Background: an optimization exercise with open tools, aiming at small area. Do not read the settings as production practice.
Function was checked by simulation only, so behaviour that the tests miss may differ from the original.
No activity file was given, so power comes from the tool's default toggle rates.

<file path="flow/design.v">
module metronome_display(
    input wire clk,
    input wire reset_n,
    input wire key_inc_n,
    input wire key_dec_n,
    input wire key_mode_n,
    input wire key_opt_n,
    output reg beep_n,
    output wire [3:0] led_n,
    output wire [3:0] dig,
    output reg [7:0] seg
);
    localparam [25:0] S_RST  = 26'h2363CF7;
    localparam [25:0] S_LOAD = 26'h2363C7F;
    localparam [23:0] FIC_F    = 24'hf5c025;   
    localparam [19:0] MT_START = 20'hd4cd1;    
    localparam [19:0] MT_END   = 20'hfffff;
    localparam [12:0] BZ_N     = 13'h020b;     
    localparam [12:0] BZ_A     = 13'h022b;     
    localparam [12:0] BZ_END   = 13'h0357;
    localparam [23:0] FIC_M    = 24'hffd772;
    localparam [19:0] MT_M     = 20'hffffe;
    localparam [12:0] BZ_M     = 13'h1fed;
    reg [1:0]  bh;               
    reg [3:0]  bt;               
    reg        bq;               
    reg [2:0]  br;               
    reg        running;
    reg [1:0]  mode;
    reg [1:0]  ts;
    reg        acc_en;
    reg        vis;
    reg        show_mode;
    reg [19:0] mt;               
    reg        fresh;            
    reg [19:0] tc;               
    reg [25:0] s;                
    reg        d_nz, d_neg, d_5;  
    reg [2:0]  beat_count;
    reg [1:0]  beat_pos;
    reg [12:0] bz;               
    reg        bact;
    reg [4:0]  ki, kd;           
    reg [3:0]  mz, oz;           
    reg [3:0]  md, od;           
    reg [23:0] fic;              
    reg        fast;             
    reg [9:0]  rc;
    reg [1:0]  ds;
    integer i;
    wire inc_h = |ki;
    wire dec_h = |kd;
    wire any_h = inc_h | dec_h;
    wire mode_edge = (md == 4'b1000);
    wire opt_edge  = (od == 4'b1000);
    function kf_fb;
        input [4:0] q;
        kf_fb = (q[3] & ~q[0] & ~q[4]) | (q[0] & q[4]);
    endfunction
    function m_fb;
        input [3:0] q;
        m_fb = (~q[3] & (q[1] ^ q[2])) | (q[1] & q[2] & q[3]);
    endfunction
    wire [4:0] ki_n = key_inc_n ? {ki[3:0], kf_fb(ki)} : 5'b00001;
    wire [4:0] kd_n = key_dec_n ? {kd[3:0], kf_fb(kd)} : 5'b00001;
    wire [3:0] mz_n = key_mode_n ? 4'b1110 : {mz[2:0], m_fb(mz)};
    wire [3:0] oz_n = key_opt_n  ? 4'b1110 : {oz[2:0], m_fb(oz)};
    wire m_ev = ~key_mode_n & (mz == 4'b1100);
    wire o_ev = ~key_opt_n  & (oz == 4'b1100);
    wire [3:0] md_n = m_ev ? 4'b1110 : {md[2:0], m_fb(md)};
    wire [3:0] od_n = o_ev ? 4'b1110 : {od[2:0], m_fb(od)};
    wire fic_low0 = ~|fic[22:0];
    wire fic_zero = fic_low0 & ~fic[23];
    wire fic_fb   = fic[23] ^ fic[22] ^ fic[21] ^ fic[16] ^ fic_low0;
    wire tcl0   = ~|tc[16:0];
    wire step   = fic_zero | (fast & tcl0);
    wire at_max = bh[1] & bh[0];
    wire at_min = (bh == 2'd0) & (bt == 4'd3) & ~bq & (br == 3'd0);
    wire lt295  = ~((bh == 2'd2) & (bt == 4'd9) & bq);
    wire gt35   = ~((bh == 2'd0) & (bt == 4'd3) & (~bq | (br == 3'd0)));
    wire dec_ok = dec_h & ~at_min & step;
    wire inc_ok = inc_h & ~at_max & step;
    wire big    = fast & (dec_ok ? gt35 : lt295);
    wire bcd_en = dec_ok | inc_ok;
    wire bq_n, oc, tcy;
    wire [2:0] br_n;
    wire [3:0] bt_n;
    wire [1:0] bh_n;
    wire [3:0] d0;       
    assign bq_n = (~bcd_en & bq) | (bcd_en & ~dec_ok & ~bq & br[2]) | (bcd_en & big & ~bq) | (~big & ~dec_ok & bq & ~br[2]) | (bcd_en & dec_ok & ~bq & ~br[2] & ~br[1] & ~br[0]) | (~big & bq & br[0]) | (~big & bq & br[1]) | (~big & dec_ok & bq & br[2]);
    assign br_n[0] = (~bcd_en & br[0]) | (bcd_en & ~big & ~dec_ok & ~br[2] & ~br[0]) | (big & br[0]) | (bcd_en & ~big & br[1] & ~br[0]) | (bcd_en & ~big & dec_ok & br[2]);
    assign br_n[1] = (~bcd_en & br[1]) | (bcd_en & ~big & ~dec_ok & ~br[1] & br[0]) | (~dec_ok & br[1] & ~br[0]) | (big & br[1]) | (dec_ok & br[1] & br[0]) | (bcd_en & ~big & dec_ok & br[2]);
    assign br_n[2] = (bcd_en & ~big & ~dec_ok & br[1] & br[0]) | (big & br[2]) | (~bcd_en & br[2]) | (bcd_en & ~big & dec_ok & ~br[2] & ~br[1] & ~br[0]);
    assign oc = (bcd_en & big & ~dec_ok & bq) | (bcd_en & ~dec_ok & bq & br[2]) | (bcd_en & dec_ok & ~bq & ~br[2] & ~br[1] & ~br[0]) | (bcd_en & big & dec_ok & ~bq);
    assign bt_n[0] = (~oc & bt[0]) | (oc & ~bt[0]);
    assign bt_n[1] = (oc & ~dec_ok & ~bt[3] & ~bt[1] & bt[0]) | (~oc & bt[1]) | (~dec_ok & bt[1] & ~bt[0]) | (oc & dec_ok & bt[3] & ~bt[0]) | (dec_ok & bt[1] & bt[0]) | (oc & dec_ok & bt[2] & ~bt[1] & ~bt[0]);
    assign bt_n[2] = (oc & ~dec_ok & ~bt[2] & bt[1] & bt[0]) | (~oc & bt[2]) | (oc & dec_ok & bt[3] & ~bt[0]) | (~dec_ok & bt[2] & ~bt[1]) | (bt[2] & bt[1] & ~bt[0]) | (dec_ok & bt[2] & bt[0]);
    assign bt_n[3] = (oc & ~dec_ok & bt[2] & bt[1] & bt[0]) | (~oc & bt[3]) | (~dec_ok & bt[3] & ~bt[0]) | (oc & dec_ok & ~bt[3] & ~bt[2] & ~bt[1] & ~bt[0]) | (dec_ok & bt[3] & bt[0]);
    assign tcy = (oc & dec_ok & ~bt[3] & ~bt[2] & ~bt[1] & ~bt[0]) | (oc & ~dec_ok & bt[3] & bt[0]);
    assign bh_n[0] = (~tcy & bh[0]) | (tcy & ~bh[0]);
    assign bh_n[1] = (~tcy & bh[1]) | (tcy & ~dec_ok & ~bh[1] & bh[0]) | (~dec_ok & bh[1] & ~bh[0]) | (tcy & dec_ok & ~bh[1] & ~bh[0]) | (dec_ok & bh[1] & bh[0]);
    assign d0[0] = (~bq & br[0]) | (bq & ~br[0]);
    assign d0[1] = (br[1] & ~br[0]) | (bq & ~br[1] & br[0]) | (~bq & br[1]);
    assign d0[2] = (~bq & br[2]) | (bq & ~br[2] & ~br[0]) | (bq & ~br[1] & br[0]);
    assign d0[3] = (bq & br[1] & br[0]) | (bq & br[2]);
    wire restart = opt_edge & (mode == 2'd0) & ~running;
    wire beat    = running & ~s[25] & ~fresh;
    wire load    = restart | beat;
    reg [19:0] u;         
    reg ct;
    always @(*) begin
        ct = running;
        for (i = 0; i < 20; i = i + 1) begin
            u[i] = tc[i] ^ ct; ct = ct & tc[i];
        end
    end
    wire nzg   = d_nz & ~load;
    wire d5g   = d_5 & ~load;
    wire cneg  = nzg & d_neg;
    wire cneg5 = d5g & d_neg;
    wire cneg1 = nzg & d_neg & ~d5g;
    wire h6 = bh[1] ^ bh[0];
    wire h7 = bh[1] & ~bh[0];
    wire h8 = bh[1] & bh[0];
    wire [25:0] sa = fresh ? S_RST : load ? S_LOAD : s;
    wire [19:0] ra = {20{nzg}} & (u ^ {20{d_neg}});
    wire [19:0] rb = {20{d5g}} & (u ^ {20{d_neg}});
    wire [25:0] s_n;
    wire ca0_s = sa[0] ^ ra[0] ^ cneg;
    wire ca0_c = (sa[0] & ra[0]) | (cneg & (sa[0] ^ ra[0]));
    wire ca1_s = br[0] ^ bq ^ ca0_s;
    wire ca1_c = (br[0] & bq) | (ca0_s & (br[0] ^ bq));
    assign s_n[0] = ca1_s;
    wire ca2_s = sa[1] ^ ra[1] ^ br[1];
    wire ca2_c = (sa[1] & ra[1]) | (br[1] & (sa[1] ^ ra[1]));
    wire ca3_s = bt[0] ^ ca0_c ^ ca1_c;
    wire ca3_c = (bt[0] & ca0_c) | (ca1_c & (bt[0] ^ ca0_c));
    wire ca4_s = ca2_s ^ ca3_s;
    wire ca4_c = ca2_s & ca3_s;
    assign s_n[1] = ca4_s;
    wire ca5_s = sa[2] ^ ra[2] ^ rb[0];
    wire ca5_c = (sa[2] & ra[2]) | (rb[0] & (sa[2] ^ ra[2]));
    wire ca6_s = cneg5 ^ br[2] ^ bq;
    wire ca6_c = (cneg5 & br[2]) | (bq & (cneg5 ^ br[2]));
    wire ca7_s = bt[1] ^ bh[0] ^ ca2_c;
    wire ca7_c = (bt[1] & bh[0]) | (ca2_c & (bt[1] ^ bh[0]));
    wire ca8_s = ca3_c ^ ca4_c ^ ca5_s;
    wire ca8_c = (ca3_c & ca4_c) | (ca5_s & (ca3_c ^ ca4_c));
    wire ca9_s = ca6_s ^ ca7_s ^ ca8_s;
    wire ca9_c = (ca6_s & ca7_s) | (ca8_s & (ca6_s ^ ca7_s));
    assign s_n[2] = ca9_s;
    wire ca10_s = sa[3] ^ ra[3] ^ rb[1];
    wire ca10_c = (sa[3] & ra[3]) | (rb[1] & (sa[3] ^ ra[3]));
    wire ca11_s = bt[0] ^ bt[2] ^ bh[1];
    wire ca11_c = (bt[0] & bt[2]) | (bh[1] & (bt[0] ^ bt[2]));
    wire ca12_s = ca5_c ^ ca6_c ^ ca7_c;
    wire ca12_c = (ca5_c & ca6_c) | (ca7_c & (ca5_c ^ ca6_c));
    wire ca13_s = ca8_c ^ ca9_c ^ ca10_s;
    wire ca13_c = (ca8_c & ca9_c) | (ca10_s & (ca8_c ^ ca9_c));
    wire ca14_s = ca11_s ^ ca12_s ^ ca13_s;
    wire ca14_c = (ca11_s & ca12_s) | (ca13_s & (ca11_s ^ ca12_s));
    assign s_n[3] = ca14_s;
    wire ca15_s = sa[4] ^ ra[4] ^ rb[2];
    wire ca15_c = (sa[4] & ra[4]) | (rb[2] & (sa[4] ^ ra[4]));
    wire ca16_s = bt[1] ^ bt[3] ^ ca10_c;
    wire ca16_c = (bt[1] & bt[3]) | (ca10_c & (bt[1] ^ bt[3]));
    wire ca17_s = ca11_c ^ ca12_c ^ ca13_c;
    wire ca17_c = (ca11_c & ca12_c) | (ca13_c & (ca11_c ^ ca12_c));
    wire ca18_s = ca14_c ^ ca15_s ^ ca16_s;
    wire ca18_c = (ca14_c & ca15_s) | (ca16_s & (ca14_c ^ ca15_s));
    wire ca19_s = ca17_s ^ ca18_s;
    wire ca19_c = ca17_s & ca18_s;
    assign s_n[4] = ca19_s;
    wire ca20_s = sa[5] ^ ra[5] ^ rb[3];
    wire ca20_c = (sa[5] & ra[5]) | (rb[3] & (sa[5] ^ ra[5]));
    wire ca21_s = bh[0] ^ bt[2] ^ ca15_c;
    wire ca21_c = (bh[0] & bt[2]) | (ca15_c & (bh[0] ^ bt[2]));
    wire ca22_s = ca16_c ^ ca17_c ^ ca18_c;
    wire ca22_c = (ca16_c & ca17_c) | (ca18_c & (ca16_c ^ ca17_c));
    wire ca23_s = ca19_c ^ ca20_s ^ ca21_s;
    wire ca23_c = (ca19_c & ca20_s) | (ca21_s & (ca19_c ^ ca20_s));
    wire ca24_s = ca22_s ^ ca23_s;
    wire ca24_c = ca22_s & ca23_s;
    assign s_n[5] = ca24_s;
    wire ca25_s = sa[6] ^ ra[6] ^ rb[4];
    wire ca25_c = (sa[6] & ra[6]) | (rb[4] & (sa[6] ^ ra[6]));
    wire ca26_s = h6 ^ bt[3] ^ ca20_c;
    wire ca26_c = (h6 & bt[3]) | (ca20_c & (h6 ^ bt[3]));
    wire ca27_s = ca21_c ^ ca22_c ^ ca23_c;
    wire ca27_c = (ca21_c & ca22_c) | (ca23_c & (ca21_c ^ ca22_c));
    wire ca28_s = ca24_c ^ ca25_s ^ ca26_s;
    wire ca28_c = (ca24_c & ca25_s) | (ca26_s & (ca24_c ^ ca25_s));
    wire ca29_s = ca27_s ^ ca28_s;
    wire ca29_c = ca27_s & ca28_s;
    assign s_n[6] = ca29_s;
    wire ca30_s = sa[7] ^ ra[7] ^ rb[5];
    wire ca30_c = (sa[7] & ra[7]) | (rb[5] & (sa[7] ^ ra[7]));
    wire ca31_s = h7 ^ ca25_c ^ ca26_c;
    wire ca31_c = (h7 & ca25_c) | (ca26_c & (h7 ^ ca25_c));
    wire ca32_s = ca27_c ^ ca28_c ^ ca29_c;
    wire ca32_c = (ca27_c & ca28_c) | (ca29_c & (ca27_c ^ ca28_c));
    wire ca33_s = ca30_s ^ ca31_s ^ ca32_s;
    wire ca33_c = (ca30_s & ca31_s) | (ca32_s & (ca30_s ^ ca31_s));
    assign s_n[7] = ca33_s;
    wire ca34_s = sa[8] ^ ra[8] ^ rb[6];
    wire ca34_c = (sa[8] & ra[8]) | (rb[6] & (sa[8] ^ ra[8]));
    wire ca35_s = h8 ^ ca30_c ^ ca31_c;
    wire ca35_c = (h8 & ca30_c) | (ca31_c & (h8 ^ ca30_c));
    wire ca36_s = ca32_c ^ ca33_c ^ ca34_s;
    wire ca36_c = (ca32_c & ca33_c) | (ca34_s & (ca32_c ^ ca33_c));
    wire ca37_s = ca35_s ^ ca36_s;
    wire ca37_c = ca35_s & ca36_s;
    assign s_n[8] = ca37_s;
    wire ca38_s = sa[9] ^ ra[9] ^ rb[7];
    wire ca38_c = (sa[9] & ra[9]) | (rb[7] & (sa[9] ^ ra[9]));
    wire ca39_s = ca34_c ^ ca35_c ^ ca36_c;
    wire ca39_c = (ca34_c & ca35_c) | (ca36_c & (ca34_c ^ ca35_c));
    wire ca40_s = ca37_c ^ ca38_s ^ ca39_s;
    wire ca40_c = (ca37_c & ca38_s) | (ca39_s & (ca37_c ^ ca38_s));
    assign s_n[9] = ca40_s;
    wire ca41_s = sa[10] ^ ra[10] ^ rb[8];
    wire ca41_c = (sa[10] & ra[10]) | (rb[8] & (sa[10] ^ ra[10]));
    wire ca42_s = ca38_c ^ ca39_c ^ ca40_c;
    wire ca42_c = (ca38_c & ca39_c) | (ca40_c & (ca38_c ^ ca39_c));
    wire ca43_s = ca41_s ^ ca42_s;
    wire ca43_c = ca41_s & ca42_s;
    assign s_n[10] = ca43_s;
    wire ca44_s = sa[11] ^ ra[11] ^ rb[9];
    wire ca44_c = (sa[11] & ra[11]) | (rb[9] & (sa[11] ^ ra[11]));
    wire ca45_s = ca41_c ^ ca42_c ^ ca43_c;
    wire ca45_c = (ca41_c & ca42_c) | (ca43_c & (ca41_c ^ ca42_c));
    wire ca46_s = ca44_s ^ ca45_s;
    wire ca46_c = ca44_s & ca45_s;
    assign s_n[11] = ca46_s;
    wire ca47_s = sa[12] ^ ra[12] ^ rb[10];
    wire ca47_c = (sa[12] & ra[12]) | (rb[10] & (sa[12] ^ ra[12]));
    wire ca48_s = ca44_c ^ ca45_c ^ ca46_c;
    wire ca48_c = (ca44_c & ca45_c) | (ca46_c & (ca44_c ^ ca45_c));
    wire ca49_s = ca47_s ^ ca48_s;
    wire ca49_c = ca47_s & ca48_s;
    assign s_n[12] = ca49_s;
    wire ca50_s = sa[13] ^ ra[13] ^ rb[11];
    wire ca50_c = (sa[13] & ra[13]) | (rb[11] & (sa[13] ^ ra[13]));
    wire ca51_s = ca47_c ^ ca48_c ^ ca49_c;
    wire ca51_c = (ca47_c & ca48_c) | (ca49_c & (ca47_c ^ ca48_c));
    wire ca52_s = ca50_s ^ ca51_s;
    wire ca52_c = ca50_s & ca51_s;
    assign s_n[13] = ca52_s;
    wire ca53_s = sa[14] ^ ra[14] ^ rb[12];
    wire ca53_c = (sa[14] & ra[14]) | (rb[12] & (sa[14] ^ ra[14]));
    wire ca54_s = ca50_c ^ ca51_c ^ ca52_c;
    wire ca54_c = (ca50_c & ca51_c) | (ca52_c & (ca50_c ^ ca51_c));
    wire ca55_s = ca53_s ^ ca54_s;
    wire ca55_c = ca53_s & ca54_s;
    assign s_n[14] = ca55_s;
    wire ca56_s = sa[15] ^ ra[15] ^ rb[13];
    wire ca56_c = (sa[15] & ra[15]) | (rb[13] & (sa[15] ^ ra[15]));
    wire ca57_s = ca53_c ^ ca54_c ^ ca55_c;
    wire ca57_c = (ca53_c & ca54_c) | (ca55_c & (ca53_c ^ ca54_c));
    wire ca58_s = ca56_s ^ ca57_s;
    wire ca58_c = ca56_s & ca57_s;
    assign s_n[15] = ca58_s;
    wire ca59_s = sa[16] ^ ra[16] ^ rb[14];
    wire ca59_c = (sa[16] & ra[16]) | (rb[14] & (sa[16] ^ ra[16]));
    wire ca60_s = ca56_c ^ ca57_c ^ ca58_c;
    wire ca60_c = (ca56_c & ca57_c) | (ca58_c & (ca56_c ^ ca57_c));
    wire ca61_s = ca59_s ^ ca60_s;
    wire ca61_c = ca59_s & ca60_s;
    assign s_n[16] = ca61_s;
    wire ca62_s = sa[17] ^ ra[17] ^ rb[15];
    wire ca62_c = (sa[17] & ra[17]) | (rb[15] & (sa[17] ^ ra[17]));
    wire ca63_s = ca59_c ^ ca60_c ^ ca61_c;
    wire ca63_c = (ca59_c & ca60_c) | (ca61_c & (ca59_c ^ ca60_c));
    wire ca64_s = ca62_s ^ ca63_s;
    wire ca64_c = ca62_s & ca63_s;
    assign s_n[17] = ca64_s;
    wire ca65_s = sa[18] ^ ra[18] ^ rb[16];
    wire ca65_c = (sa[18] & ra[18]) | (rb[16] & (sa[18] ^ ra[18]));
    wire ca66_s = ca62_c ^ ca63_c ^ ca64_c;
    wire ca66_c = (ca62_c & ca63_c) | (ca64_c & (ca62_c ^ ca63_c));
    wire ca67_s = ca65_s ^ ca66_s;
    wire ca67_c = ca65_s & ca66_s;
    assign s_n[18] = ca67_s;
    wire ca68_s = sa[19] ^ ra[19] ^ rb[17];
    wire ca68_c = (sa[19] & ra[19]) | (rb[17] & (sa[19] ^ ra[19]));
    wire ca69_s = ca65_c ^ ca66_c ^ ca67_c;
    wire ca69_c = (ca65_c & ca66_c) | (ca67_c & (ca65_c ^ ca66_c));
    wire ca70_s = ca68_s ^ ca69_s;
    wire ca70_c = ca68_s & ca69_s;
    assign s_n[19] = ca70_s;
    wire ca71_s = sa[20] ^ rb[18] ^ cneg;
    wire ca71_c = (sa[20] & rb[18]) | (cneg & (sa[20] ^ rb[18]));
    wire ca72_s = ca68_c ^ ca69_c ^ ca70_c;
    wire ca72_c = (ca68_c & ca69_c) | (ca70_c & (ca68_c ^ ca69_c));
    wire ca73_s = ca71_s ^ ca72_s;
    wire ca73_c = ca71_s & ca72_s;
    assign s_n[20] = ca73_s;
    wire ca74_s = sa[21] ^ rb[19] ^ cneg;
    wire ca74_c = (sa[21] & rb[19]) | (cneg & (sa[21] ^ rb[19]));
    wire ca75_s = ca71_c ^ ca72_c ^ ca73_c;
    wire ca75_c = (ca71_c & ca72_c) | (ca73_c & (ca71_c ^ ca72_c));
    wire ca76_s = ca74_s ^ ca75_s;
    wire ca76_c = ca74_s & ca75_s;
    assign s_n[21] = ca76_s;
    wire ca77_s = sa[22] ^ cneg1 ^ ca74_c;
    wire ca77_c = (sa[22] & cneg1) | (ca74_c & (sa[22] ^ cneg1));
    wire ca78_s = ca75_c ^ ca76_c ^ ca77_s;
    wire ca78_c = (ca75_c & ca76_c) | (ca77_s & (ca75_c ^ ca76_c));
    assign s_n[22] = ca78_s;
    wire ca79_s = sa[23] ^ cneg ^ ca77_c;
    wire ca79_c = (sa[23] & cneg) | (ca77_c & (sa[23] ^ cneg));
    wire ca80_s = ca78_c ^ ca79_s;
    wire ca80_c = ca78_c & ca79_s;
    assign s_n[23] = ca80_s;
    wire ca81_s = sa[24] ^ cneg ^ ca79_c;
    wire ca81_c = (sa[24] & cneg) | (ca79_c & (sa[24] ^ cneg));
    wire ca82_s = ca80_c ^ ca81_s;
    wire ca82_c = ca80_c & ca81_s;
    assign s_n[24] = ca82_s;
    wire ca83_s = sa[25] ^ cneg ^ ca81_c;
    wire ca84_s = ca82_c ^ ca83_s;
    assign s_n[25] = ca84_s;
    wire last_beat = (ts == 2'd0) ? (beat_count != 3'd0) :
                     (ts == 2'd1) ? beat_count[1] :
                     (ts == 2'd2) ? (beat_count[1] & beat_count[0]) | beat_count[2] :
                                    (beat_count[2] & beat_count[0]);
    wire [2:0] bc_inc = {beat_count[2] | (beat_count[1] & beat_count[0]),
                         beat_count[1] ^ beat_count[0], ~beat_count[0]};
    wire [19:0] mt_step = {mt[18:0], mt[19] ^ mt[16]};
    wire [12:0] bz_step = {bz[11:0], bz[12] ^ bz[3] ^ bz[2] ^ bz[0]};
    wire rc_low0 = ~|rc[8:0];
    wire rc_zero = rc_low0 & ~rc[9];
    wire [9:0]  rc_step = {rc[8:0], rc[9] ^ rc[6] ^ rc_low0};
    always @(posedge clk or negedge reset_n) begin
        if (!reset_n) begin
            bh <= 2'd1; bt <= 4'd2; bq <= 1'b0; br <= 3'd0;
            running <= 1'b1;
            mode <= 2'd0;
            ts <= 2'b10;
            acc_en <= 1'b1;
            vis <= 1'b0;
            show_mode <= 1'b0;
            fresh <= 1'b1;
            d_nz <= 1'b0; d_neg <= 1'b0; d_5 <= 1'b0;
            beat_count <= 3'd0;
            beat_pos <= 2'd0;
            bact <= 1'b0;
            beep_n <= 1'b1;
            ki <= 5'd0; kd <= 5'd0;
            mz <= 4'b1110; oz <= 4'b1110;
            md <= 4'd0; od <= 4'd0;
            rc <= 10'd0;
            ds <= 2'd0;
        end else begin
            fresh <= 1'b0;
            ki <= ki_n; kd <= kd_n;
            mz <= mz_n; oz <= oz_n;
            md <= md_n; od <= od_n;
            if (mode_edge) begin
                mode <= mode + 2'd1;
                show_mode <= 1'b1;
            end
            if (show_mode && (mt & MT_M) == (MT_END & MT_M))
                show_mode <= 1'b0;
            if (opt_edge) begin
                case (mode)
                    2'd0: running <= ~running;
                    2'd1: ts <= ts + 2'd1;
                    2'd2: acc_en <= ~acc_en;
                    2'd3: vis <= ~vis;
                endcase
            end
            bh <= bh_n; bt <= bt_n; bq <= bq_n; br <= br_n;
            d_nz <= dec_ok | inc_ok;
            d_neg <= dec_ok;
            d_5 <= big & (dec_ok | inc_ok);
            if (restart) begin
                beat_count <= 3'd0;
                beat_pos <= 2'd0;
            end
            if (beat) begin
                beat_pos <= beat_count[1:0];
                beat_count <= last_beat ? 3'd0 : bc_inc;
            end
            if (bact && (bz & BZ_M) != (BZ_END & BZ_M))
                beep_n <= vis;
            else
                beep_n <= 1'b1;
            if (beat)
                bact <= 1'b1;
            else if ((bz & BZ_M) == (BZ_END & BZ_M))
                bact <= 1'b0;
            rc <= rc_step;
            if (rc_zero)
                ds <= ds + 2'd1;
        end
    end
    always @(posedge clk) begin
        s <= s_n;
        if (load | fresh)
            tc <= {19'd0, fresh};
        else
            tc <= u;
        fic  <= any_h ? {fic[22:0], fic_fb} : 24'd0;
        fast <= any_h & (fast | ((fic & FIC_M) == (FIC_F & FIC_M)));
        mt <= (mode_edge && !show_mode) ? MT_START : mt_step;
        bz <= beat ? ((beat_count == 3'd0 && acc_en) ? BZ_A : BZ_N) : bz_step;
    end
    assign led_n[0] = ~(running && beat_pos == 2'd0);
    assign led_n[1] = ~(running && beat_pos == 2'd1);
    assign led_n[2] = ~(running && beat_pos == 2'd2);
    assign led_n[3] = ~(running && beat_pos == 2'd3);
    assign dig = ~(4'b0001 << ds);
    wire [3:0] d1 = bt;
    wire [3:0] d2 = {2'b00, bh};
    reg [3:0] cd;
    always @(*) begin
        case (ds)
            2'd0: cd = d0;
            2'd1: cd = d1;
            2'd2: cd = d2;
            default: cd = 4'd0;
        endcase
    end
    wire [6:0] dn;
    wire [7:0] sp;
    assign dn[0] = (~cd[3] & ~cd[2] & ~cd[1] & cd[0]) | (cd[2] & ~cd[1] & ~cd[0]);
    assign dn[1] = (cd[2] & ~cd[1] & cd[0]) | (cd[2] & cd[1] & ~cd[0]);
    assign dn[2] = (~cd[2] & cd[1] & ~cd[0]);
    assign dn[3] = (~cd[3] & ~cd[2] & ~cd[1] & cd[0]) | (cd[2] & ~cd[1] & ~cd[0]) | (cd[2] & cd[1] & cd[0]);
    assign dn[4] = (cd[0]) | (cd[2] & ~cd[1]);
    assign dn[5] = (~cd[3] & ~cd[2] & cd[0]) | (~cd[2] & cd[1]) | (cd[1] & cd[0]);
    assign dn[6] = (~cd[3] & ~cd[2] & ~cd[1]) | (cd[2] & cd[1] & cd[0]);
    assign sp[0] = (~mode[1] & ~ds[1]) | (ds[1] & ~ds[0]) | (mode[1] & mode[0] & ds[1]) | (mode[0] & ds[1] & ts[1] & ~ts[0]);
    assign sp[1] = (~mode[1] & ~ds[1]) | (~mode[1] & mode[0] & ts[1] & ts[0]) | (~mode[0] & ~ds[0] & ~acc_en) | (ds[1] & ~ds[0]) | (mode[0] & ~ds[0] & ~vis);
    assign sp[2] = (~mode[1] & ~mode[0]) | (~mode[1] & ~ds[1]) | (~mode[0] & ~ds[0] & ~acc_en) | (ds[1] & ~ds[0]) | (mode[0] & ~ds[0] & ~vis) | (~mode[1] & ~ts[1] & ~ts[0]);
    assign sp[3] = (~mode[1] & ~ds[1]) | (~ds[0]) | (~mode[0] & ds[1]) | (~mode[1] & ts[1] & ~ts[0]);
    assign sp[4] = (~mode[1] & ~ds[1]) | (ds[1] & ~ds[0]) | (~mode[1] & mode[0] & ~ts[1] & ts[0]) | (~mode[1] & mode[0] & ts[1] & ~ts[0]);
    assign sp[5] = (~mode[1] & ~ds[1]) | (ds[1] & ~ds[0]) | (~mode[1] & mode[0] & ~ts[1]);
    assign sp[6] = (~ds[1] & ds[0]) | (ds[1] & ~ds[0]) | (~mode[1] & ~ds[1]) | (mode[1] & mode[0] & vis) | (mode[1] & mode[0] & ds[0]) | (~mode[0] & ~ds[1] & acc_en);
    assign sp[7] = 1'b1;
    always @(*) seg = show_mode ? sp : {1'b1, dn};
endmodule
</file>
<file path="flow/flow/run.sh">
#!/bin/bash
# The standard layout, with two changes:
#  - the combinational logic of the standard synthesis is re-mapped for area by
#    yosys/ABC (flow/remap.ys, flow/remap.abc); flip-flops, adders and tie cells are
#    left untouched, so the registers keep their names and cells;
#  - the port buffers are made from the smallest buffer cell.
set -euo pipefail
ARGS=(BUFFER_PORTS_ARGS="-buffer_cell sky130_fd_sc_hd__buf_1")
bash standard.sh "${ARGS[@]}" synth > standard_synth.log 2>&1
R=orfs/results/${FLOW_PLATFORM}/metronome_display/base
cp $R/1_2_yosys.v $R/1_2_yosys_standard.v
LIB=$FLOW_HOME/platforms/${FLOW_PLATFORM}/lib/sky130_fd_sc_hd__tt_025C_1v80.lib
sed -e "s#@LIB@#$LIB#g" -e "s#@IN@#$R/1_2_yosys_standard.v#" -e "s#@OUT@#$R/1_2_yosys.v#" \
    -e "s#@ABC@#$PWD/flow/remap.abc#" -e "s#@STAT@#$PWD/remap_stat.txt#" flow/remap.ys > remap.ys
YOSYS=yosys
if [[ -x $FLOW_HOME/../tools/install/yosys/bin/yosys ]]; then YOSYS=$FLOW_HOME/../tools/install/yosys/bin/yosys; fi
$YOSYS -s remap.ys > yosys_remap.log 2>&1
bash standard.sh "${ARGS[@]}" finish > standard_finish.log 2>&1
</file>
<file path="flow/flow/remap.abc">
strash
&get -n
&st
&syn2
&dch -f
&nf -R 1000
&put
topo
</file>
<file path="flow/flow/remap.ys">
# Re-map the combinational logic of the standard synthesis for area. Flip-flops, full
# and half adders and tie cells are kept as they are (blackboxes), so every register
# keeps its name and cell.
read_liberty -ignore_miss_func @LIB@
read_verilog @IN@
hierarchy -top metronome_display
setattr -mod -set blackbox 1 sky130_fd_sc_hd__df* sky130_fd_sc_hd__fa_* sky130_fd_sc_hd__ha_* sky130_fd_sc_hd__conb_*
flatten
opt_clean -purge
abc -liberty @LIB@ -dont_use sky130_fd_sc_hd__lpflow_bleeder_1 -dont_use sky130_fd_sc_hd__lpflow_clkbufkapwr_1 -dont_use sky130_fd_sc_hd__lpflow_clkbufkapwr_16 -dont_use sky130_fd_sc_hd__lpflow_clkbufkapwr_2 -dont_use sky130_fd_sc_hd__lpflow_clkbufkapwr_4 -dont_use sky130_fd_sc_hd__lpflow_clkbufkapwr_8 -dont_use sky130_fd_sc_hd__lpflow_clkinvkapwr_1 -dont_use sky130_fd_sc_hd__lpflow_clkinvkapwr_16 -dont_use sky130_fd_sc_hd__lpflow_clkinvkapwr_2 -dont_use sky130_fd_sc_hd__lpflow_clkinvkapwr_4 -dont_use sky130_fd_sc_hd__lpflow_clkinvkapwr_8 -dont_use sky130_fd_sc_hd__lpflow_decapkapwr_12 -dont_use sky130_fd_sc_hd__lpflow_decapkapwr_3 -dont_use sky130_fd_sc_hd__lpflow_decapkapwr_4 -dont_use sky130_fd_sc_hd__lpflow_decapkapwr_6 -dont_use sky130_fd_sc_hd__lpflow_decapkapwr_8 -dont_use sky130_fd_sc_hd__lpflow_inputiso0n_1 -dont_use sky130_fd_sc_hd__lpflow_inputiso0p_1 -dont_use sky130_fd_sc_hd__lpflow_inputiso1n_1 -dont_use sky130_fd_sc_hd__lpflow_inputiso1p_1 -dont_use sky130_fd_sc_hd__lpflow_inputisolatch_1 -dont_use sky130_fd_sc_hd__lpflow_isobufsrc_1 -dont_use sky130_fd_sc_hd__lpflow_isobufsrc_16 -dont_use sky130_fd_sc_hd__lpflow_isobufsrc_2 -dont_use sky130_fd_sc_hd__lpflow_isobufsrc_4 -dont_use sky130_fd_sc_hd__lpflow_isobufsrc_8 -dont_use sky130_fd_sc_hd__lpflow_isobufsrckapwr_16 -dont_use sky130_fd_sc_hd__lpflow_lsbuf_lh_hl_isowell_tap_1 -dont_use sky130_fd_sc_hd__lpflow_lsbuf_lh_hl_isowell_tap_2 -dont_use sky130_fd_sc_hd__lpflow_lsbuf_lh_hl_isowell_tap_4 -dont_use sky130_fd_sc_hd__lpflow_lsbuf_lh_isowell_4 -dont_use sky130_fd_sc_hd__lpflow_lsbuf_lh_isowell_tap_1 -dont_use sky130_fd_sc_hd__lpflow_lsbuf_lh_isowell_tap_2 -dont_use sky130_fd_sc_hd__lpflow_lsbuf_lh_isowell_tap_4 -dont_use sky130_fd_sc_hd__probe_p_8 -dont_use sky130_fd_sc_hd__probec_p_8  -script @ABC@
read_liberty -lib -ignore_redef @LIB@
opt_clean -purge
splitnets
hilomap -singleton -hicell sky130_fd_sc_hd__conb_1 HI -locell sky130_fd_sc_hd__conb_1 LO
insbuf -buf sky130_fd_sc_hd__buf_4 A X
opt_clean -purge
check -assert
tee -o @STAT@ stat -liberty @LIB@
write_verilog -noattr -nohex -nodec @OUT@
</file>
<file path="flow/standard.sh">
#!/bin/bash
# synth_recipe.tcl (not shown) runs the flow's synth.tcl, then flattens the netlist and writes it again
# the make line also repeats each setting of config.mk as NAME=value (left out here)
make -C /OpenROAD-flow-scripts/flow DESIGN_CONFIG=/design/flow/config.mk WORK_HOME=/design/flow/orfs CLKGATE_MAP_FILE= SYNTH_SCRIPT=/design/flow/synth_recipe.tcl "${@:-finish}"
</file>
<file path="flow/config.mk">
export PLATFORM = sky130hd
export DESIGN_NAME = metronome_display
export DESIGN_NICKNAME = metronome_display
export VERILOG_FILES = /design/flow/design.v
export SDC_FILE = /design/flow/constraint.sdc
export NUM_CORES = 4
export LEC_CHECK = 0
export CAP_MARGIN = 20
export CORE_MARGIN = 2
export CORE_UTILIZATION = 70
export CTS_BUF_LIST = sky130_fd_sc_hd__clkbuf_8
export SLEW_MARGIN = 20
</file>
<file path="flow/constraint.sdc">
create_clock -name core_clock -period 100.0 [get_ports {clk}]
set_input_delay 20.0000 -clock core_clock [delete_from_list [all_inputs] [get_ports {clk}]]
set_output_delay 20.0000 -clock core_clock [all_outputs]
set_load 0.01 [all_outputs]
</file>
==> results of run 1 <==
-- state kept, by name, indices dropped and copies added (netlist names), 4 cells and up --
register and count:
oz 4, fic 24, mz 4, s 26
kd 5, rc 10, md 4, bt 4
tc 20, mt 20, bz 13, od 4
ki 5
-- where the power goes --
part	switching [mW]	internal, mW	total [mW]
logic	0.112	0.0841	0.196
clock network	0.0249	0.0251	0.0500
registers	0.0156	0.0943	0.110
total	0.152	0.203	0.356
-- stage by stage --
step	utilization	hold WS, ps	area [um^2]	power [mW]	worst slack, ps
after floorplan	-	354.0	8901	0.2582	77790
after global placement	0.7287	365.2	9121	0.2872	77420
after detailed placement	0.7287	368.2	9121	0.3102	77400
after CTS	0.7609	382.9	9524	0.3617	76880
after global routing	0.7609	393.8	9524	0.3994	76480
final	0.7609	380.1	9524	0.3557	76860
-- critical path, stage by stage (launching register included) --
cell and delay [ps]:
dfrtp_1 470, clkinv_1 200, nand2_1 120, nand2_1 60, a22o_1 260, a22oi_1 420
o21ai_0 180, a21oi_1 250, nor2_1 70, a211oi_1 260, o32a_1 230, buf_1 150
-- cell type report --
cell class                      count  area, um^2
Multi-Input combinational cell    570        4619
Sequential cell                   171        3775
Fill cell                         904        2993
Inverter                          103       386.6
Clock buffer                       18       247.7
Tap cell                          172       215.2
Clock inverter                     14       155.1
Timing Repair Buffer               27       125.1
-- per-layer routing --
layer  vias up  share of wire
met1      2832           0.45
met5         -              0
met3        34          0.038
met4         0          0.020
li1       2838              -
met2       143           0.49
-- path summary, 6_finish.rpt --
| kind | cells after the start | startpoint | end | slack, ps |
|---|---|---|---|---|
| max | 11 | br[1] | seg[3] | 76860 |
| max in group asynchronous | 2 | reset_n | kd[2] | 79730 |
| min reg2reg | 0 | rc[4] | rc[5] | 380 |
| max reg2reg | 93 | od[1] | s[25] | 79420 |
| min | 0 | rc[4] | rc[5] | 380 |
| min in group asynchronous | 2 | reset_n | oz[0] | 19700 |
==> results.txt, run 1 <==
- Outcome: complete, no violations
- Inserted Diodes: 0
- Layout cells sized above 1: 0.05316
- Drt pass-1 iters: 5
- # H-tree levels: 4
- Total grt overflow: 0
- Post-layout nets: 1021
- Wirelength per Cell: 15.31 um
- Critical Path AT: 3140 ps
- Met1 usage in global routing: 0.3558
- Total GRT Usage: 0.2700
- Row Count: 41
- Req. time, crit path: 80000 ps
- Syn_nets: 991
- Drt total wl: 16.46 mm
- Cells after Synth: 860
- Initial antenna violation count: 0
- CTS root buf: clkbuf_8
- GRT met3 Usage: 0.05034
- Min-Delay Path Class: flop to flop
- Final period utilization: 0.2314
- Buffer depth of the longest clock path: 2
- Number of CTS-inserted buffers: 17
- Final hold violation count: 0
- Initial Util: 0.7111
- Ys Warns: 1
- Gr busiest metal: met2
- Die Footprint: 13630 um^2
- Initial drt markers: 399
- Startpoint types: flop
- Placed insts: 1043
- Most frequent cells in the layout: 104 x dfxtp_1, 103 x clkinv_1, 77 x nand2_1, 66 x and2_0, 64 x fa_1
- GPL Wtd Cong: 0.8569
- Die height: 116.8 um
- Post-CTS Setup Inserts: 0
- Via density: 5.439
- Final cell count without fillers: 1075
- Core area: 12520 um^2
- Detailed placer's ending HPWL: 12.20 mm
- Crit path time final: 23140 ps
- Reg clk slew, reported paths: 80 ps
- Vias: 5847
- Pwr/cell area: 37.35 nW/um^2
- Die W: 116.8 um
- WS Path Type: flop to primary output
- Hold-fix buffers at CTS: 0
- Sink Count: 171
- Io pins: 23
- Post-Syn Area: 8901 um^2
- Most common cell after layout, fill and taps aside: dfxtp_1
- Crit. End Element: primary output
- Unrepaired setup endpoints after global routing: false
- Final setup TNS: 0 ps
- Peak VDD IR: 25.88 uV
- DRC: 0
- First-pass GRT wire length: 28.30 mm
- Slew @ Worst Pin: 1181 ps
- Synthesized area per cell: 10.35 um^2
- Static Leak: 4.010 nW
- # setup viols final: 0
- DRT antenna net count: 0
- Area growth, synth to finish: 7.000%
- Max Cap Viol: 0
- FMAX: 43.22 MHz
- CTS resizes: 0
- Largest net degree at the start of global routing: 68
- Vias in the first global route: 6058
- Layout Skew: 10.13 ps
- Worst-path maximum fanout: 7
- CTS tree: built
- I/O Buffers: 21
- Met2 usage: 0.4493
- Clock latency (worst-skew pair): 470 ps
- Slew Viols, Final: 0
- Rel. slew slack: 0.2016
==> inputs of run 2 (changes only) <==
--- a/flow/flow/run.sh
+++ b/flow/flow/run.sh
@@ -4,7 +4,10 @@
 #    yosys/ABC (flow/remap.ys, flow/remap.abc); flip-flops, adders and tie cells are
 #    left untouched, so the registers keep their names and cells;
-#  - the port buffers are made from the smallest buffer cell.
+#  - the port buffers are made from the smallest buffer cell;
+#  - clock tree synthesis runs with its standard arguments plus -dont_use_dummy_load
+#    (no dummy load cells for balancing).
 set -euo pipefail
-ARGS=(BUFFER_PORTS_ARGS="-buffer_cell sky130_fd_sc_hd__buf_1")
+ARGS=(BUFFER_PORTS_ARGS="-buffer_cell sky130_fd_sc_hd__buf_1"
+      CTS_ARGS="-sink_clustering_enable -repair_clock_nets -buf_list sky130_fd_sc_hd__clkbuf_8 -dont_use_dummy_load")
 bash standard.sh "${ARGS[@]}" synth > standard_synth.log 2>&1
 R=orfs/results/${FLOW_PLATFORM}/metronome_display/base
==> results.txt, run 2 <==
- Buffer depth of the longest clock path: 2 (unchanged)
- Initial drt markers: 316 (-21%)
- Final Util: 0.7474 (-0.01350)
- Met2 wire length: 7.983 mm (-0.71%)
- Clock latency (worst-skew pair): 460 ps (about the same)
- Min-Delay Path Class: flop to flop
- GPL Wtd Cong: 0.8569 (unchanged)
- Number of CTS-inserted buffers: 17 (unchanged)
- Max Cap Viol: 0 (unchanged)
- Reg with most FFs: s
- Post-layout nets: 1021 (unchanged)
- Wirelength per Cell: 15.28 um (-0.19%)
- Layout Skew: 22.24 ps (+12.11 ps)
- First-pass GRT wire length: 27.80 mm (-1.8%)
- Final setup margin: 76900 ps (+37.00 ps)
- Slew Viols, Final: 0 (unchanged)
- FILL cells: 919 (+1.7%)
- Wl on met1: 7.359 mm (-1.4%)
- Hold-fix buffers at CTS: 0 (unchanged)
- CTS resizes: 0 (unchanged)
- Final hold violation count: 0 (unchanged)
- Core area: 12520 um^2 (unchanged)
- Most common cell after layout, fill and taps aside: dfxtp_1
- Final period utilization: 0.2310 (-0.0003700)
- # H-tree levels: 4 (unchanged)
- Biggest regs: s: 26 flops, fic: 24 flops
- Cells after Synth: 860 (unchanged)
- Detailed placer's ending HPWL: 12.20 mm (unchanged)
- Final cell count without fillers: 1060 (-1.4%)
- CTS root buf: clkbuf_8
- Drt total wl: 16.20 mm (-1.6%)
- Die W: 116.8 um (unchanged)
- Total GRT Usage: 0.2656 (-0.004355)
- Post-CTS Setup Inserts: 0 (unchanged)
- Synthesized area per cell: 10.35 um^2 (unchanged)
- Ys Warns: 1 (unchanged)
- Startpoint types: flop
- Fin area: 9355 um^2 (-1.8%)
- Drt pass-1 iters: 5 (unchanged)
- Most frequent cells in the layout: 104 x dfxtp_1, 103 x clkinv_1, 77 x nand2_1, 66 x and2_0, 64 x fa_1
- Peak VDD IR: 25.85 uV (-0.13%)
- Largest net degree at the start of global routing: 68 (unchanged)
- Initial antenna violation count: 0 (unchanged)
- Pwr Total: 0.3398 mW (-4.5%)
- FMAX: 43.29 MHz (+0.16%)
- Pwr/cell area: 36.33 nW/um^2 (-2.7%)
- # setup viols final: 0 (unchanged)
- Slew @ Worst Pin: 1037 ps (-143.6 ps)
- DRT antenna net count: 0 (unchanged)
- Placed insts: 1043 (unchanged)
- Unrepaired setup endpoints after global routing: false
- Crit. End Element: primary output
- Rel. slew slack: 0.2987 (+0.09705)
- Req. time, crit path: 80000 ps (about the same)
- Worst-path maximum fanout: 7 (unchanged)
- Static Leak: 3.914 nW (-2.4%)
- Io pins: 23 (unchanged)
- I/O Buffers: 21 (unchanged)
- Worst Hold Margin: 379.1 ps (-0.9770 ps)
- Critical Path AT: 3100 ps (-40 ps)
- Row Count: 41 (unchanged)
- Placed inst area: 9121 um^2 (unchanged)
- CTS tree: built
- Sink Count: 171 (unchanged)
- Initial Util: 0.7111 (unchanged)
- Syn_nets: 991 (unchanged)
- WS Path Type: flop to primary output
- Outcome: complete, no violations
- Total grt overflow: 0 (unchanged)
- Post-Syn Area: 8901 um^2 (unchanged)
- Vias: 5788 (-1.0%)
- Via density: 5.460 (+0.39%)
- Max reg flops: 26 (unchanged)
- Highest routed layer: met4
- Final setup TNS: 0 ps (unchanged)
- Reg clk slew, reported paths: 70 ps (about the same)
- Layout cells sized above 1: 0.04167 (-0.01149)
- Inserted Diodes: 0 (unchanged)
- Die height: 116.8 um (unchanged)
- Met3 routed WL: 597 um (-4.8%)
- Die Footprint: 13630 um^2 (unchanged)
- DRC: 0 (unchanged)
- Area growth, synth to finish: 5.103%
- Vias in the first global route: 5977 (-1.3%)
- Crit path time final: 23100 ps (-37.00 ps)
- Post-Place Worst Slack: 77400 ps (unchanged)
[run 2: final timing paths]
kind / start / cells past startpoint / end / slack (ps)
max reg2reg: od[1] / 93 / s[25] / 79500
max: br[1] / 12 / seg[0] / 76900
min: rc[4] / 0 / rc[5] / 380
max in group asynchronous: reset_n / 2 / bq / 79720
min in group asynchronous: reset_n / 2 / oz[0] / 19700
min reg2reg: rc[4] / 0 / rc[5] / 380
[run 2: where the power goes]
part           switching, mW  internal [mW]  total (mW)
sequential            0.0156         0.0944       0.110
clock                 0.0208         0.0150      0.0358
combinational          0.110         0.0836       0.194
[run 2: area by class of cell]
class | count | area, um^2 | share of cell area
Multi-Input combinational cell | 570 | 4619 | 0.4938
Clock buffer | 17 | 234.0 | 0.02501
Inverter | 103 | 386.6 | 0.04133
Tap cell | 172 | 215.2 | 0.02300
Timing Repair Buffer | 27 | 125.1 | 0.01337
Sequential cell | 171 | 3775 | 0.4035
[run 2: per-layer routing]
metal / vias up / global-route usage
met5: - / 0
met4: 0 / 0.08471
met3: 26 / 0.05760
met2: 123 / 0.4420
met1: 2816 / 0.3506
li1: 2823 / -
[run 2: critical path, cell delays in order (launching register included)]
cell and delay [ps]:
dfrtp_1 470, clkinv_1 200, nand2_1 120, nand2_1 60, a22o_1 250, a22oi_1 420
o21ai_0 180, a21oi_1 250, nor2_1 70, a211oi_1 260, nor2_1 70, a21oi_1 140
buf_1 170
==> inputs of run 3 (changes only) <==
--- a/flow/flow/run.sh
+++ b/flow/flow/run.sh
@@ -1,4 +1,4 @@
 #!/bin/bash
-# The standard layout, with two changes:
+# The standard layout, with three changes:
 #  - the combinational logic of the standard synthesis is re-mapped for area by
 #    yosys/ABC (flow/remap.ys, flow/remap.abc); flip-flops, adders and tie cells are
--- a/flow/config.mk
+++ b/flow/config.mk
@@ -10,3 +10,4 @@
 export CORE_UTILIZATION = 70
 export CTS_BUF_LIST = sky130_fd_sc_hd__clkbuf_8
+export GPL_TIMING_DRIVEN = 0
 export SLEW_MARGIN = 20
==> results.txt, run 3 <==
- Total grt overflow: 0 (unchanged)
- Worst-path maximum fanout: 7 (unchanged)
- Drt pass-1 iters: 5 (unchanged)
- Slowest stage delay, CP: 480 ps (about the same)
- FF-to-FF path depth: 96 (+3.2%)
- FMAX: 42.94 MHz (-0.81%)
- Pwr/cell area: 35.52 nW/um^2 (-2.2%)
- Most frequent cells in the layout: 104 x dfxtp_1, 103 x clkinv_1, 77 x nand2_1, 66 x and2_0, 64 x fa_1
- WS Path Type: flop to primary output
- First-pass GRT wire length: 26.91 mm (-3.2%)
- Post-layout nets: 1035 (+1.4%)
- Ys Warns: 1 (unchanged)
- Biggest regs: s: 26 flops, fic: 24 flops
- Core area: 12520 um^2 (unchanged)
- DRT antenna net count: 0 (unchanged)
- Unrepaired setup endpoints after global routing: false
- Die height: 116.8 um (unchanged)
- Slew Viols, Final: 0 (unchanged)
- Row Count: 41 (unchanged)
- DRC: 0 (unchanged)
- Drt total wl: 15.50 mm (-4.3%)
- Peak VDD IR: 30.90 uV (+20%)
- Cells after Synth: 860 (unchanged)
- Inserted Diodes: 0 (unchanged)
- Reg with most FFs: s
- Slowest-stage cell, CP: dfrtp_1
- Number of CTS-inserted buffers: 17 (unchanged)
- Io pins: 23 (unchanged)
- Via density: 5.418 (-0.77%)
- CP top delay family: compound AO/OA/AOI/OAI gates
- Most common cell after layout, fill and taps aside: dfxtp_1
- # H-tree levels: 4 (unchanged)
- Area growth, synth to finish: 6.775%
- Outcome: complete, no violations
- Critical Path AT: 3290 ps (+190 ps)
- Sink Count: 171 (unchanged)
- Buffer depth of the longest clock path: 2 (unchanged)
- Detailed placer's ending HPWL: 11.77 mm (-3.5%)
- Vias: 5819 (+0.54%)
- Initial drt markers: 340 (+7.6%)
- Clock latency (worst-skew pair): 450 ps (about the same)
- Slew @ Worst Pin: 1037 ps (-0.2995 ps)
- # setup viols final: 0 (unchanged)
- Final Util: 0.7593 (+0.01189)
- Wirelength per Cell: 14.44 um (-5.6%)
- Min-Delay Path Class: flop to flop
- Layout Skew: 21.39 ps (-0.8446 ps)
- Synthesized area per cell: 10.35 um^2 (unchanged)
- Initial Util: 0.7111 (unchanged)
- Syn_nets: 991 (unchanged)
- Fin area: 9504 um^2 (+1.6%)
- Levels on crit path: 13 (+1)
- Crit path time final: 23290 ps (+188.2 ps)
- Final setup TNS: 0 ps (unchanged)
- Largest net degree at the start of global routing: 29 (-57%)
- Hold-fix buffers at CTS: 0 (unchanged)
- Rel. slew slack: 0.2989 (about the same)
- Pwr Total: 0.3376 mW (-0.67%)
- Final period utilization: 0.2329 (+0.001882)
- Startpoint types: flop
- Buf/Inv on CP: 3 (+1)
- Final hold violation count: 0 (unchanged)
- Crit. End Element: primary output
- GPL Wtd Cong: 0.9003 (+5.1%)
- Hold depth: 0 (unchanged)
- Static Leak: 3.989 nW (+1.9%)
- Req. time, crit path: 80000 ps (about the same)
- Vias in the first global route: 5903 (-1.2%)
- Die W: 116.8 um (unchanged)
- Initial antenna violation count: 0 (unchanged)
- CTS resizes: 0 (unchanged)
- CTS tree: built
- CTS root buf: clkbuf_8
- Post-CTS Setup Inserts: 0 (unchanged)
- Die Footprint: 13630 um^2 (unchanged)
- I/O Buffers: 21 (unchanged)
- Reg clk slew, reported paths: 80 ps (about the same)
- Post-Syn Area: 8901 um^2 (unchanged)
- Layout cells sized above 1: 0.05876 (+0.01709)
- Placed inst area: 9261 um^2 (+1.5%)
- Total GRT Usage: 0.2533 (-0.01234)
- Max reg flops: 26 (unchanged)
- CP cell instances: clkinv_1 > nand2_1 > nand2_1 > a22o_1 > a22oi_1 > o21ai_0 > a21oi_1 > nor2_1 > a211oi_1 > nor2_1 > a21oi_1 > buf_4 > buf_1
- Max Cap Viol: 0 (unchanged)
[run 3: final cells by class]
cell class	instances	area, um^2
clock buffers	17	234.0
inverters	103	386.6
plain buffers	16	120.1
multi-input cells	570	4622
well taps	172	215.2
fillers	946	3013
flip-flops and latches	171	3776
repair buffers	25	150.1
[run 3: worst paths after layout]
path	from	end	slack [ps]
max	br[1]	seg[0]	76710
min	rc[8]	rc[9]	380
max reg2reg	mode[0]	s[25]	79060
min reg2reg	rc[8]	rc[9]	380
max in group asynchronous	reset_n	bh[0]	79710
min in group asynchronous	reset_n	bact	19480
[run 3: stage by stage]
stage | worst slack, ps | hold WS [ps] | cells
3_3_place_gp | 76670 | 362.6 | 1053
2_1_floorplan | 77790 | 354.0 | 860
3_5_place_dp | 77210 | 363.1 | 1056
6_report | 76710 | 378.5 | 1074
5_1_grt | 76390 | 397.3 | 1074
4_1_cts | 76720 | 381.5 | 1073
[run 3: worst register-to-register path, delay by kind of cell, from the launching register on]
kind	cells	cell delay, ps
flip-flops	1	450
adder cells (fa/ha/maj)	47	15190
AND/OR/NAND/NOR	5	1680
buffers and inverters	41	3050
XOR/XNOR	3	500
[run 3: layer usage]
layer,up-vias,share of wire,GRT usage
met5,-,0,0
met4,0,0.013,0.06510
met3,25,0.032,0.06020
met2,106,0.49,0.4197
met1,2832,0.47,0.3395
li1,2856,-,-
[run 3: power by group]
| part | internal [mW] | switching (mW) |
|---|---|---|
| Clock | 0.0150 | 0.0205 |
| Sequential | 0.0943 | 0.0170 |
| Combinational | 0.0840 | 0.107 |
==> inputs of run 4 (changes only) <==
--- a/flow/config.mk
+++ b/flow/config.mk
@@ -10,4 +10,3 @@
 export CORE_UTILIZATION = 70
 export CTS_BUF_LIST = sky130_fd_sc_hd__clkbuf_8
-export GPL_TIMING_DRIVEN = 0
 export SLEW_MARGIN = 20
==> results.txt, run 4 <==
- Final setup margin: 76900 ps (+188.2 ps)
- Total grt overflow: 0 (unchanged)
- DRC: 0 (unchanged)
- Initial drt markers: 316 (-7.1%)
- Ys Warns: 1 (unchanged)
- Via density: 5.460 (+0.78%)
- Largest net degree at the start of global routing: 68 (+130%)
- Startpoint types: flop
- Unrepaired setup endpoints after global routing: false
- Cells after Synth: 860 (unchanged)
- Sink Count: 171 (unchanged)
- Crit path time final: 23100 ps (-188.2 ps)
- Max Cap Viol: 0 (unchanged)
- Slowest-stage cell, CP: dfrtp_1
- Core area: 12520 um^2 (unchanged)
- Post-Syn Area: 8901 um^2 (unchanged)
- First-pass GRT wire length: 27.80 mm (+3.3%)
- GPL Wtd Cong: 0.8569 (-4.8%)
- Post-layout nets: 1021 (-1.4%)
- # setup viols final: 0 (unchanged)
- Rel. slew slack: 0.2987 (about the same)
- Final period utilization: 0.2310 (-0.001882)
- FMAX: 43.29 MHz (+0.81%)
- Buffer depth of the longest clock path: 2 (unchanged)
- Drt pass-1 iters: 5 (unchanged)
- Die W: 116.8 um (unchanged)
- Io pins: 23 (unchanged)
- Outcome: complete, no violations
- Req. time, crit path: 80000 ps (about the same)
- CTS resizes: 0 (unchanged)
- Worst-path maximum fanout: 7 (unchanged)
- Initial antenna violation count: 0 (unchanged)
- Max reg flops: 26 (unchanged)
- Most common cell after layout, fill and taps aside: dfxtp_1
- Die Footprint: 13630 um^2 (unchanged)
- Final setup TNS: 0 ps (unchanged)
- Layout cells sized above 1: 0.04167 (-0.01709)
- Vias: 5788 (-0.53%)
- Slew Viols, Final: 0 (unchanged)
- Reg clk slew, reported paths: 70 ps (about the same)
- I/O Buffers: 21 (unchanged)
- Peak VDD IR: 25.85 uV (-16%)
- Total GRT Usage: 0.2656 (+0.01234)
- # H-tree levels: 4 (unchanged)
- Final cell count without fillers: 1060 (-1.3%)
- Vias in the first global route: 5977 (+1.3%)
- CP cell instances: clkinv_1 > nand2_1 > nand2_1 > a22o_1 > a22oi_1 > o21ai_0 > a21oi_1 > nor2_1 > a211oi_1 > nor2_1 > a21oi_1 > buf_1
- Buf/Inv on CP: 2 (-1)
- Slew @ Worst Pin: 1037 ps (+0.2995 ps)
- Static Leak: 3.914 nW (-1.9%)
- Area growth, synth to finish: 5.103%
- Clock latency (worst-skew pair): 460 ps (about the same)
- Biggest regs: s: 26 flops, fic: 24 flops
- DRT antenna net count: 0 (unchanged)
- Inserted Diodes: 0 (unchanged)
- Post-CTS Setup Inserts: 0 (unchanged)
- Min-Delay Path Class: flop to flop
- Post-Place Worst Slack: 77400 ps (+194.8 ps)
- Wirelength per Cell: 15.28 um (+5.9%)
- Pwr/cell area: 36.33 nW/um^2 (+2.3%)
- Drt total wl: 16.20 mm (+4.5%)
- Placed insts: 1043 (-1.2%)
- Row Count: 41 (unchanged)
- CTS tree: built
- CTS root buf: clkbuf_8
- Detailed placer's ending HPWL: 12.20 mm (+3.6%)
- Hold-fix buffers at CTS: 0 (unchanged)
- Slowest stage delay, CP: 470 ps (about the same)
- Final hold violation count: 0 (unchanged)
- Critical Path AT: 3100 ps (-190 ps)
- CP top delay family: compound AO/OA/AOI/OAI gates
- Syn_nets: 991 (unchanged)
- Initial Util: 0.7111 (unchanged)
- Die height: 116.8 um (unchanged)
- Most frequent cells in the layout: 104 x dfxtp_1, 103 x clkinv_1, 77 x nand2_1, 66 x and2_0, 64 x fa_1
- Synthesized area per cell: 10.35 um^2 (unchanged)
- Layout Skew: 22.24 ps (+0.8446 ps)
- Reg with most FFs: s
- Crit. End Element: primary output
- WS Path Type: flop to primary output
- Number of CTS-inserted buffers: 17 (unchanged)
-- run 4: cell type report --
| class | count | area [um^2] |
|---|---|---|
| clock buffers | 17 | 234.0 |
| fillers | 919 | 3162 |
| inverters | 103 | 386.6 |
| multi-input cells | 570 | 4619 |
| flip-flops and latches | 171 | 3775 |
| well taps | 172 | 215.2 |
| repair buffers | 27 | 125.1 |
-- run 4: layer usage --
layer  wire, um  vias up  GRT usage
li1           -     2823          -
met1       7359     2816     0.3506
met2       7983      123     0.4420
met3        597       26    0.05760
met4        261        0    0.08471
met5          0        -          0
-- run 4: stage by stage --
stage	instance area, um^2	hold slack (ps)	utilization	power, mW
after floorplan	8901	354.0	-	0.2582
after global placement	9121	365.2	0.7287	0.2872
after detailed placement	9121	368.2	0.7287	0.3102
after CTS	9355	381.5	0.7474	0.3465
after global routing	9355	392.3	0.7474	0.3843
final	9355	379.1	0.7474	0.3398
-- run 4: worst paths after layout --
kind | start | to | slack [ps] | cells past startpoint
max in group asynchronous | reset_n | bq | 79720 | 2
setup / recovery | br[1] | seg[0] | 76900 | 12
min in group asynchronous | reset_n | oz[0] | 19700 | 2
setup reg to reg | od[1] | s[25] | 79500 | 93
hold / removal | rc[4] | rc[5] | 380 | 0
hold reg to reg | rc[4] | rc[5] | 380 | 0
-- run 4: power by group --
part | internal [mW] | total (mW) | leakage (nW) | switching (mW)
Combinational | 0.0836 | 0.194 | 2.12 | 0.110
Sequential | 0.0944 | 0.110 | 1.67 | 0.0156
Clock | 0.0150 | 0.0358 | 0.122 | 0.0208
Total | 0.193 | 0.340 | 3.91 | 0.147
==> inputs of run 5 (changes only) <==
--- a/flow/config.mk
+++ b/flow/config.mk
@@ -6,7 +6,7 @@
 export NUM_CORES = 4
 export LEC_CHECK = 0
-export CAP_MARGIN = 20
+export CAP_MARGIN = 0
 export CORE_MARGIN = 2
 export CORE_UTILIZATION = 70
 export CTS_BUF_LIST = sky130_fd_sc_hd__clkbuf_8
-export SLEW_MARGIN = 20
+export SLEW_MARGIN = 0
==> results.txt, run 5 <==
- Final period utilization: 0.2310 (unchanged)
- First-pass GRT wire length: 27.80 mm (unchanged)
- Initial drt markers: 316 (unchanged)
- WS Path Type: flop to primary output
- Met2 wire length: 7.983 mm (unchanged)
- Post-layout nets: 1021 (unchanged)
- Highest routed layer: met4
- Cells after Synth: 860 (unchanged)
- Initial Util: 0.7111 (unchanged)
- GPL Wtd Cong: 0.8569 (unchanged)
- Largest net degree at the start of global routing: 68 (unchanged)
- Most common cell after layout, fill and taps aside: dfxtp_1
- CTS root buf: clkbuf_8
- Post-Syn Area: 8901 um^2 (unchanged)
- Wl on met1: 7.359 mm (unchanged)
- Total GRT Usage: 0.2656 (unchanged)
- Row Count: 41 (unchanged)
- Post-Place Worst Slack: 77400 ps (unchanged)
- Hold-fix buffers at CTS: 0 (unchanged)
- Max Cap Viol: 0 (unchanged)
- CTS tree: built
- Reg with most FFs: s
- Drt pass-1 iters: 5 (unchanged)
- Slew @ Worst Pin: 1037 ps (unchanged)
- Most frequent cells in the layout: 104 x dfxtp_1, 103 x clkinv_1, 77 x nand2_1, 66 x and2_0, 64 x fa_1
- Area growth, synth to finish: 5.103% (unchanged)
- Min-Delay Path Class: flop to flop
- Startpoint types: flop
- Initial antenna violation count: 0 (unchanged)
- FMAX: 43.29 MHz (unchanged)
- # H-tree levels: 4 (unchanged)
- Reg clk slew, reported paths: 70 ps (about the same)
- DRT antenna net count: 0 (unchanged)
- Sink Count: 171 (unchanged)
- Outcome: complete, no violations
- Biggest regs: s: 26 flops, fic: 24 flops
- Slew Viols, Final: 0 (unchanged)
- Via density: 5.460 (unchanged)
- Buffer depth of the longest clock path: 2 (unchanged)
- Static Leak: 3.914 nW (unchanged)
- Critical Path AT: 3100 ps (about the same)
- Number of CTS-inserted buffers: 17 (unchanged)
- FILL cells: 919 (unchanged)
- Req. time, crit path: 80000 ps (about the same)
- Die Footprint: 13630 um^2 (unchanged)
- Io pins: 23 (unchanged)
- Detailed placer's ending HPWL: 12.20 mm (unchanged)
- Pwr/cell area: 36.33 nW/um^2 (unchanged)
- Crit path time final: 23100 ps (unchanged)
- Worst-path maximum fanout: 7 (unchanged)
- I/O Buffers: 21 (unchanged)
- # setup viols final: 0 (unchanged)
- Crit. End Element: primary output
- CTS resizes: 0 (unchanged)
- Final hold violation count: 0 (unchanged)
- Layout Skew: 22.24 ps (unchanged)
- Core area: 12520 um^2 (unchanged)
- Die W: 116.8 um (unchanged)
- Syn_nets: 991 (unchanged)
- Die height: 116.8 um (unchanged)
- Unrepaired setup endpoints after global routing: false
- Vias in the first global route: 5977 (unchanged)
- Post-CTS Setup Inserts: 0 (unchanged)
- Max reg flops: 26 (unchanged)
- Wirelength per Cell: 15.28 um (unchanged)
- Synthesized area per cell: 10.35 um^2 (unchanged)
- Rel. slew slack: 0.2987 (unchanged)
- Peak VDD IR: 25.85 uV (unchanged)
- Met3 routed WL: 597 um (unchanged)
- Vias: 5788 (unchanged)
- Ys Warns: 1 (unchanged)
- Pwr Total: 0.3398 mW (unchanged)
- Drt total wl: 16.20 mm (unchanged)
- Layout cells sized above 1: 0.04167 (unchanged)
- Clock latency (worst-skew pair): 460 ps (about the same)
- DRC: 0 (unchanged)
- Total grt overflow: 0 (unchanged)
- Final setup margin: 76900 ps (unchanged)
- Inserted Diodes: 0 (unchanged)
- Final setup TNS: 0 ps (unchanged)
## run 5: through the flow
step | std cells | cell area, um^2 | hold slack (ps) | util
finish | 1060 | 9355 | 379.1 | 0.7474
global route | 1060 | 9355 | 392.3 | 0.7474
CTS | 1060 | 9355 | 381.5 | 0.7474
detailed placement | 1043 | 9121 | 368.2 | 0.7287
global placement | 1043 | 9121 | 365.2 | 0.7287
floorplan | 860 | 8901 | 354.0 | -
## run 5: per-layer routing
| metal | global-route usage | vias to the layer above |
|---|---|---|
| met4 | 0.08471 | 0 |
| met5 | 0 | - |
| met3 | 0.05760 | 26 |
| li1 | - | 2823 |
| met2 | 0.4420 | 123 |
| met1 | 0.3506 | 2816 |
## run 5: worst paths after layout
check                      slack [ps]  startpoint  cells past startpoint     end
setup / recovery                76900       br[1]                     12  seg[0]
setup reg to reg                79500       od[1]                     93   s[25]
hold reg to reg                   380       rc[4]                      0   rc[5]
max in group asynchronous       79720     reset_n                      2      bq
min in group asynchronous       19700     reset_n                      2   oz[0]
hold / removal                    380       rc[4]                      0   rc[5]
## run 5: cell type report
| cell class | count | area [um^2] | area share |
|---|---|---|---|
| inverter | 103 | 386.6 | 0.04133 |
| timing repair buffer | 27 | 125.1 | 0.01337 |
| tap | 172 | 215.2 | 0.02300 |
| sequential | 171 | 3775 | 0.4035 |
| multi-input combinational | 570 | 4619 | 0.4938 |
| clock buffer | 17 | 234.0 | 0.02501 |
## run 5: critical path: stages, from the launching register on
cell	delay, ps
dfrtp_1	470
clkinv_1	200
nand2_1	120
nand2_1	60
a22o_1	250
a22oi_1	420
o21ai_0	180
a21oi_1	250
nor2_1	70
a211oi_1	260
nor2_1	70
a21oi_1	140
buf_1	170
## run 5: where the power goes
part	switching, mW	internal, mW
clock	0.0208	0.0150
sequential	0.0156	0.0944
combinational	0.110	0.0836

static timing again, ports no longer ideal:
The flow's constraints put no driver on any port. The routed layouts listed below were extracted and timed again, unchanged, in two steps.
Step 1 (the two cells are an assumption about what drives the block):
set clk [get_ports {clk}]
set_driving_cell -lib_cell sky130_fd_sc_hd__clkbuf_16 $clk
set_driving_cell -lib_cell sky130_fd_sc_hd__buf_2 [delete_from_list [all_inputs] $clk]
Step 2 adds t to the input delays and takes it off the output delays; t is the mean of the earliest and latest rising clock arrival at the registers after step 1. Input paths then give back, and output paths get back, about the clock's delay inside the block.
Three values: ideal, step 1, step 2; two values: the first two.
run	shift t [ns]	setup slack, ns	hold WS [ns]	latest minus earliest clock arrival (ns)	worst slew at a driven data input, ns
run 1	0.504	76.864 / 76.826 / 77.329	0.380 / 0.380 / 0.380	0.011 / 0.011	0.05
run 2	0.489	76.901 / 76.861 / 77.350	0.379 / 0.379 / 0.379	0.022 / 0.022	0.05
run 3	0.478	76.713 / 76.677 / 77.155	0.379 / 0.379 / 0.379	0.023 / 0.023	0.03
run 4	0.489	76.901 / 76.861 / 77.350	0.379 / 0.379 / 0.379	0.022 / 0.022	0.05
run 5	0.489	76.901 / 76.861 / 77.350	0.379 / 0.379 / 0.379	0.022 / 0.022	0.05
After both steps setup and hold are still met in every run listed.
